This design comes from an exercise in tuning for small area and a short achievable clock period on the open sky130 flow, not from production work.
Where RTL was checked, it was by simulation tests only, not by an equivalence proof against the original.

==> flow/design.v <==
`timescale 1ns / 1ps
module HFT_ALPHA_CORE #(
    parameter DATA_W        = 32,
    parameter Q_SCALE       = 16,
    parameter ALPHA_12      = 10181,
    parameter ALPHA_26      = 4854,
    parameter ALPHA_9       = 13107,
    parameter STOP_LOSS_PTS = 50
)(
    input wire clk,
    input wire reset,
    input wire valid_tick,
    input wire [DATA_W-1:0] raw_price,
    input wire [31:0] volume,
    output reg [1:0] order_signal,
    output reg order_valid
);
    function [47:0] add48;
        input [47:0] a;
        input [47:0] b;
        input        cin;
        reg   [47:0] g, p, G, P;
        integer d, i;
        begin
            p = a ^ b;
            g = a & b;
            g[0] = g[0] | (p[0] & cin);
            G = g;
            P = p;
            for (d = 1; d < 48; d = d * 2)
                for (i = 2 * d - 1; i < 48; i = i + 2 * d) begin
                    G[i] = G[i] | (P[i] & G[i - d]);
                    P[i] = P[i] & P[i - d];
                end
            for (d = 16; d >= 1; d = d / 2)
                for (i = 3 * d - 1; i < 48; i = i + 2 * d) begin
                    G[i] = G[i] | (P[i] & G[i - d]);
                    P[i] = P[i] & P[i - d];
                end
            add48 = p ^ {G[46:0], cin};
        end
    endfunction
    function [95:0] csa;
        input [47:0] x;
        input [47:0] y;
        input [47:0] z;
        begin
            csa[47:0]  = x ^ y ^ z;
            csa[95:48] = ((x & y) | (x & z) | (y & z)) << 1;
        end
    endfunction
    function [31:0] mul12;
        input [47:0] x;
        reg [95:0] r1, r2, r3;
        reg [47:0] s;
        begin
            r1 = csa((x << 13) | 48'd64, x << 11, (~x) << 6);
            r2 = csa(x << 2, x, r1[47:0]);
            r3 = csa(r1[95:48], r2[47:0], r2[95:48]);
            s  = add48(r3[47:0], r3[95:48], 1'b0);
            mul12 = s[47:16];
        end
    endfunction
    function [31:0] mul26;
        input [47:0] x;
        reg [95:0] r1, r2, r3;
        reg [47:0] s;
        begin
            r1 = csa((x << 12) | 48'd266, x << 10, (~x) << 8);
            r2 = csa((~x) << 3, (~x) << 1, r1[47:0]);
            r3 = csa(r1[95:48], r2[47:0], r2[95:48]);
            s  = add48(r3[47:0], r3[95:48], 1'b0);
            mul26 = s[47:16];
        end
    endfunction
    function [31:0] mul9;
        input [47:0] h3;
        reg [95:0] r1, r2;
        reg [47:0] s;
        begin
            r1 = csa(h3, h3 << 4, h3 << 8);
            r2 = csa(r1[47:0], r1[95:48], h3 << 12);
            s  = add48(r2[47:0], r2[95:48], 1'b0);
            mul9 = s[47:16];
        end
    endfunction
    function [47:0] times3_diff;
        input [47:0] m;
        input [47:0] e;
        reg [95:0] r1, r2;
        begin
            r1 = csa(m, (m << 1) | 48'd1, ~e);
            r2 = csa(r1[47:0], r1[95:48], ((~e) << 1) | 48'd1);
            times3_diff = add48(r2[47:0], r2[95:48], 1'b1);
        end
    endfunction
    reg [31:0] price_q;      
    reg        first_run;
    reg [47:0] ema_12, ema_26;
    reg [47:0] diff_12, diff_26;
    reg [31:0] prod_12, prod_26;
    wire [47:0] load   = first_run ? {raw_price, 16'd0} : 48'd0;
    always @(posedge clk or posedge reset) begin
        if (reset) begin
            price_q   <= 0;
            first_run <= 1;
            ema_12    <= 0;
            ema_26    <= 0;
            diff_12   <= 0;
            diff_26   <= 0;
            prod_12   <= 0;
            prod_26   <= 0;
        end else begin
            if (valid_tick) begin
                ema_12    <= add48(ema_12, {{16{prod_12[31]}}, prod_12}, 1'b0) | load;
                ema_26    <= add48(ema_26, {{16{prod_26[31]}}, prod_26}, 1'b0) | load;
                first_run <= 1'b0;
                price_q   <= raw_price;
                diff_12   <= add48({price_q, 16'd0}, ~ema_12, 1'b1);
                diff_26   <= add48({price_q, 16'd0}, ~ema_26, 1'b1);
                prod_12   <= mul12(diff_12);
                prod_26   <= mul26(diff_26);
            end
        end
    end
    reg [47:0] macd_line, ema_9;
    reg [47:0] hist;         
    reg [47:0] hist3;        
    reg [31:0] prod_9;
    always @(posedge clk or posedge reset) begin
        if (reset) begin
            macd_line <= 0;
            hist      <= 0;
            hist3     <= 0;
            prod_9    <= 0;
            ema_9     <= 0;
        end else begin
            macd_line <= add48(ema_12, ~ema_26, 1'b1);
            hist      <= add48(macd_line, ~ema_9, 1'b1);
            hist3     <= times3_diff(macd_line, ema_9);
            prod_9    <= mul9(hist3);
            ema_9     <= add48(ema_9, {{16{prod_9[31]}}, prod_9}, 1'b0);
        end
    end
    reg [1:0]  current_position;
    reg [31:0] entry_price;
    function cout32;
        input [31:0] a;
        input [31:0] b;
        input        cin;
        reg   [31:0] G, P;
        integer d, i;
        begin
            G = a & b;
            P = a ^ b;
            G[0] = G[0] | (P[0] & cin);
            for (d = 1; d < 32; d = d * 2)
                for (i = 2 * d - 1; i < 32; i = i + 2 * d) begin
                    G[i] = G[i] | (P[i] & G[i - d]);
                    P[i] = P[i] & P[i - d];
                end
            cout32 = G[31];
        end
    endfunction
    function [1:0] top3;
        input [31:0] x;
        input [31:0] y;
        input [31:0] k;
        reg   [31:0] s;
        reg   [32:0] c;
        begin
            s = x ^ y ^ k;
            c = {(x & y) | (x & k) | (y & k), 1'b0};
            top3 = {1'b0, c[32]} + {1'b0, cout32(s, c[31:0], 1'b0)};
        end
    endfunction
    wire cl = cout32(entry_price, ~raw_price, 1'b1);
    wire cs = cout32(raw_price, ~entry_price, 1'b1);
    wire stop_long  = (top3(entry_price, ~raw_price, 32'hFFFFFFCF) == {1'b0, cl} + 2'd1)
                   && (top3(entry_price, ~raw_price, 32'h80000001) == {1'b0, cl});
    wire stop_short = (top3(raw_price, ~entry_price, 32'hFFFFFFCF) == {1'b0, cs} + 2'd1)
                   && (top3(raw_price, ~entry_price, 32'h80000001) == {1'b0, cs});
    wire h_pos = !hist[47] && (hist != 48'd0);
    wire h_neg = hist[47];
    always @(posedge clk or posedge reset) begin
        if (reset) begin
            order_signal     <= 0;
            order_valid      <= 0;
            current_position <= 0;
        end else if (valid_tick) begin
            order_valid  <= 1'b1;
            order_signal <= 2'b00;
            if (current_position == 1) begin
                if (stop_long) begin
                    order_signal     <= 2'b11;
                    current_position <= 0;
                end
            end else if (current_position == 2) begin
                if (stop_short) begin
                    order_signal     <= 2'b11;
                    current_position <= 0;
                end
            end
            if (order_signal == 2'b00) begin
                if (h_pos && current_position == 0) begin
                    order_signal     <= 2'b01;
                    current_position <= 1;
                end else if (h_neg && current_position == 0) begin
                    order_signal     <= 2'b10;
                    current_position <= 2;
                end else if (current_position == 1 && h_neg) begin
                    order_signal     <= 2'b10;
                    current_position <= 0;
                end else if (current_position == 2 && h_pos) begin
                    order_signal     <= 2'b01;
                    current_position <= 0;
                end
            end
        end else begin
            order_valid <= 1'b0;
        end
    end
    always @(posedge clk) begin
        if (valid_tick && order_signal == 2'b00 && current_position == 0 && hist != 48'd0)
            entry_price <= raw_price;
    end
endmodule
==> flow/config.mk <==
export PLATFORM = sky130hd
export DESIGN_NAME = HFT_ALPHA_CORE
export DESIGN_NICKNAME = HFT_ALPHA_CORE
export VERILOG_FILES = /design/flow/design.v
export SDC_FILE = /design/flow/constraint.sdc
export NUM_CORES = 4
export LEC_CHECK = 0
export CAP_MARGIN = 20
export CORE_MARGIN = 2
export CORE_UTILIZATION = 65
export PLACE_DENSITY = 0.72
export SETUP_SLACK_MARGIN = 2.7
export SLEW_MARGIN = 20
export TNS_END_PERCENT = 100
==> flow/constraint.sdc <==
create_clock -name core_clock -period 6.5 [get_ports {clk}]
set_input_delay 1.3000 -clock core_clock [delete_from_list [all_inputs] [get_ports {clk}]]
set_output_delay 1.3000 -clock core_clock [all_outputs]
set_load 0.01 [all_outputs]
standard.sh (not shown) runs the stock make flow with config.mk's settings and CLKGATE_MAP_FILE= SYNTH_SCRIPT=/design/flow/synth_recipe.tcl, a recipe that flattens the netlist after the stock synthesis.
==> flow/flow/run.sh <==
#!/bin/bash
# Standard ORFS flow, except that after the standard synthesis the combinational
# logic is mapped again by ABC without the full-adder extraction (see reopt.ys).
set -euo pipefail
HERE=$(pwd)
FL=$HERE/flow
R=$HERE/orfs/results/$FLOW_PLATFORM/HFT_ALPHA_CORE/base
bash standard.sh synth > 1_synth_standard.log 2>&1
mkdir -p reopt
cp $R/1_2_yosys.v reopt/std.v
cp $FLOW_HOME/platforms/$FLOW_PLATFORM/lib/sky130_fd_sc_hd__tt_025C_1v80.lib reopt/lib.lib
cp $FL/reopt.ys $FL/keep_seq.tcl $FL/abc_run.tcl reopt/
export DONT_USE_LIST="$(grep -oE 'sky130_fd_sc_hd__(probe|lpflow)[a-z0-9_]+' $FLOW_HOME/platforms/$FLOW_PLATFORM/config.mk | sort -u | tr '\n' ' ')"
export ABC_SCRIPT=$FL/map.abc
(cd reopt && yosys -s reopt.ys) > 1_reopt_yosys.log 2>&1
rm -f reopt/lib.lib
cp reopt/reopt.v $R/1_2_yosys.v
bash standard.sh do-1_synth > 1_synth_odb.log 2>&1
bash standard.sh finish > 2_finish.log 2>&1
==> flow/flow/abc_run.tcl <==
yosys -import
set du {}
foreach c $::env(DONT_USE_LIST) { lappend du -dont_use $c }
abc -script $::env(ABC_SCRIPT) -liberty lib.lib {*}$du
==> flow/flow/keep_seq.tcl <==
yosys -import
set f [open std.v r]; set t [read $f]; close $f
foreach c [lsort -unique [regexp -all -inline {sky130_fd_sc_hd__(?:df|edf|sdf|dl)[a-z0-9_]+} $t]] {
  setattr -mod -set keep_hierarchy 1 $c
}
==> flow/flow/map.abc <==
strash
dch
map -B 0.9
topo
stime -c
buffer -c
upsize -c
dnsize -c
==> flow/flow/reopt.ys <==
# Re-map the combinational logic of the standard synthesis netlist.
# Sequential cells are kept as they are (same instances, names and cell types);
# every combinational cell is dissolved into its logic function and ABC maps it again.
read_liberty -ignore_miss_func lib.lib
read_verilog -sv std.v
hierarchy -top HFT_ALPHA_CORE
tcl keep_seq.tcl
flatten
opt_clean -purge
techmap
opt -fast
tcl abc_run.tcl
hilomap -singleton -hicell sky130_fd_sc_hd__conb_1 HI -locell sky130_fd_sc_hd__conb_1 LO
splitnets
opt_clean -purge
select HFT_ALPHA_CORE
write_verilog -noattr -selected reopt.v
==> next run, changes <==
--- a/flow/design.v
+++ b/flow/design.v
@@ -73,26 +73,18 @@
             mul26 = s[47:16];
         end
     endfunction
     function [31:0] mul9;
-        input [47:0] h3;
-        reg [95:0] r1, r2;
+        input [47:0] x;
+        reg [95:0] r1, r2, r3, r4;
         reg [47:0] s;
         begin
-            r1 = csa(h3, h3 << 4, h3 << 8);
-            r2 = csa(r1[47:0], r1[95:48], h3 << 12);
-            s  = add48(r2[47:0], r2[95:48], 1'b0);
+            r1 = csa(x, x << 1, x << 4);
+            r2 = csa(r1[47:0], r1[95:48], x << 5);
+            r3 = csa(r2[47:0], r2[95:48], r2[47:0] << 8);
+            r4 = csa(r3[47:0], r3[95:48], r2[95:48] << 8);
+            s  = add48(r4[47:0], r4[95:48], 1'b0);
             mul9 = s[47:16];
-        end
-    endfunction
-    function [47:0] times3_diff;
-        input [47:0] m;
-        input [47:0] e;
-        reg [95:0] r1, r2;
-        begin
-            r1 = csa(m, (m << 1) | 48'd1, ~e);
-            r2 = csa(r1[47:0], r1[95:48], ((~e) << 1) | 48'd1);
-            times3_diff = add48(r2[47:0], r2[95:48], 1'b1);
         end
     endfunction
     reg [31:0] price_q;      
     reg        first_run;
@@ -124,22 +116,19 @@
         end
     end
     reg [47:0] macd_line, ema_9;
     reg [47:0] hist;         
-    reg [47:0] hist3;        
     reg [31:0] prod_9;
     always @(posedge clk or posedge reset) begin
         if (reset) begin
             macd_line <= 0;
             hist      <= 0;
-            hist3     <= 0;
             prod_9    <= 0;
             ema_9     <= 0;
         end else begin
             macd_line <= add48(ema_12, ~ema_26, 1'b1);
             hist      <= add48(macd_line, ~ema_9, 1'b1);
-            hist3     <= times3_diff(macd_line, ema_9);
-            prod_9    <= mul9(hist3);
+            prod_9    <= mul9(hist);
             ema_9     <= add48(ema_9, {{16{prod_9[31]}}, prod_9}, 1'b0);
         end
     end
     reg [1:0]  current_position;
The new run produced a clean layout. Via count rises slightly. Core utilization is about the same. Routed wire length goes up slightly. Worst hold slack degrades by 48 ps. Count of clock-buffer cells in the layout came out lower by 5. Worst setup slack improved by 66 ps. Cell count is higher slightly. Sequential share of layout area decreases by 1.5 points.
For the first run of this note, only the layout was checked, not whether the RTL still works.


old:
Starts from the design.v that is shown in full above.
Settings: LEC_CHECK=0, CAP_MARGIN=20, CORE_MARGIN=2, CORE_UTILIZATION=55, SETUP_SLACK_MARGIN=2.5, SLEW_MARGIN=20, TNS_END_PERCENT=100; clock period 6.5 ns.
Scripts as last shown in full above: flow/flow/run.sh, flow/flow/abc_run.tcl, flow/flow/keep_seq.tcl, flow/flow/map.abc, flow/flow/reopt.ys
[inputs] new vs old
--- a/flow/design.v
+++ b/flow/design.v
@@ -74,24 +74,16 @@
         end
     endfunction
     function [31:0] mul9;
-        input [47:0] h3;
-        reg [95:0] r1, r2;
+        input [47:0] x;
+        reg [95:0] r1, r2, r3, r4;
         reg [47:0] s;
         begin
-            r1 = csa(h3, h3 << 4, h3 << 8);
-            r2 = csa(r1[47:0], r1[95:48], h3 << 12);
-            s  = add48(r2[47:0], r2[95:48], 1'b0);
+            r1 = csa(x, x << 1, x << 4);
+            r2 = csa(r1[47:0], r1[95:48], x << 5);
+            r3 = csa(r2[47:0], r2[95:48], r2[47:0] << 8);
+            r4 = csa(r3[47:0], r3[95:48], r2[95:48] << 8);
+            s  = add48(r4[47:0], r4[95:48], 1'b0);
             mul9 = s[47:16];
-        end
-    endfunction
-    function [47:0] times3_diff;
-        input [47:0] m;
-        input [47:0] e;
-        reg [95:0] r1, r2;
-        begin
-            r1 = csa(m, (m << 1) | 48'd1, ~e);
-            r2 = csa(r1[47:0], r1[95:48], ((~e) << 1) | 48'd1);
-            times3_diff = add48(r2[47:0], r2[95:48], 1'b1);
         end
     endfunction
     reg [31:0] price_q;      
@@ -125,20 +117,17 @@
     end
     reg [47:0] macd_line, ema_9;
     reg [47:0] hist;         
-    reg [47:0] hist3;        
     reg [31:0] prod_9;
     always @(posedge clk or posedge reset) begin
         if (reset) begin
             macd_line <= 0;
             hist      <= 0;
-            hist3     <= 0;
             prod_9    <= 0;
             ema_9     <= 0;
         end else begin
             macd_line <= add48(ema_12, ~ema_26, 1'b1);
             hist      <= add48(macd_line, ~ema_9, 1'b1);
-            hist3     <= times3_diff(macd_line, ema_9);
-            prod_9    <= mul9(hist3);
+            prod_9    <= mul9(hist);
             ema_9     <= add48(ema_9, {{16{prod_9[31]}}, prod_9}, 1'b0);
         end
     end
Findings:
- new completed every stage of the flow, and the final layout passed the timing, design-rule and antenna checks.
- For new, the capturing element of the worst setup path was prod_9[29]$_DFF_PP0_, unlike old, where it was macd_line[44]$_DFF_PP0_.
- The worst setup slack for register-to-register paths number comes out lower for old vs new.
- new reports its top metal layer carrying routed signals as met5 while old reports met4.
- Per the comparison of new with old, multi-input gate count shows an increase of 5.2%, fraction of met1 tracks used by global routing rose by 1.5 points, vias after detailed routing went up 958, final standard cell area without fillers went down by 2.7%, final-layout setup total negative slack shows no meaningful change.
The RTL of old was laid out without a check of its function.

## afterwards: timing with drivers on the ports
No port has a modelled driver above. Below, the same layouts with a new extraction and two added sets of constraints. Step 1, drivers: a clkbuf_16 drives clk and a buf_2 each remaining input, both assumed. Step 2 times the ports against the registers' clock, not the clock port: input delays grow and output delays shrink by t, the midpoint of the rising clock arrivals with the driver on. Slacks: ideal / step 1 / step 2; pairs: ideal / step 1.
run	t (ns)	setup slack, ns	clock arrival spread, ns	slew at the worst register clock pin (ns)
the first run of note 1	0.676	2.789 / 2.789 / 2.227	0.028 / 0.028	0.07 / 0.07
the second run of note 1	0.715	2.854 / 2.855 / 2.205	0.036 / 0.036	0.07 / 0.07
old	0.702	2.663 / 2.663 / 2.092	0.020 / 0.020	0.07 / 0.07
new	0.734	2.754 / 2.754 / 2.083	0.036 / 0.036	0.07 / 0.07
After both steps setup and hold are still met in every run listed. The setup slack of new, which loses most, moves by 0.000 ns with the drivers and by -0.671 ns with both steps.
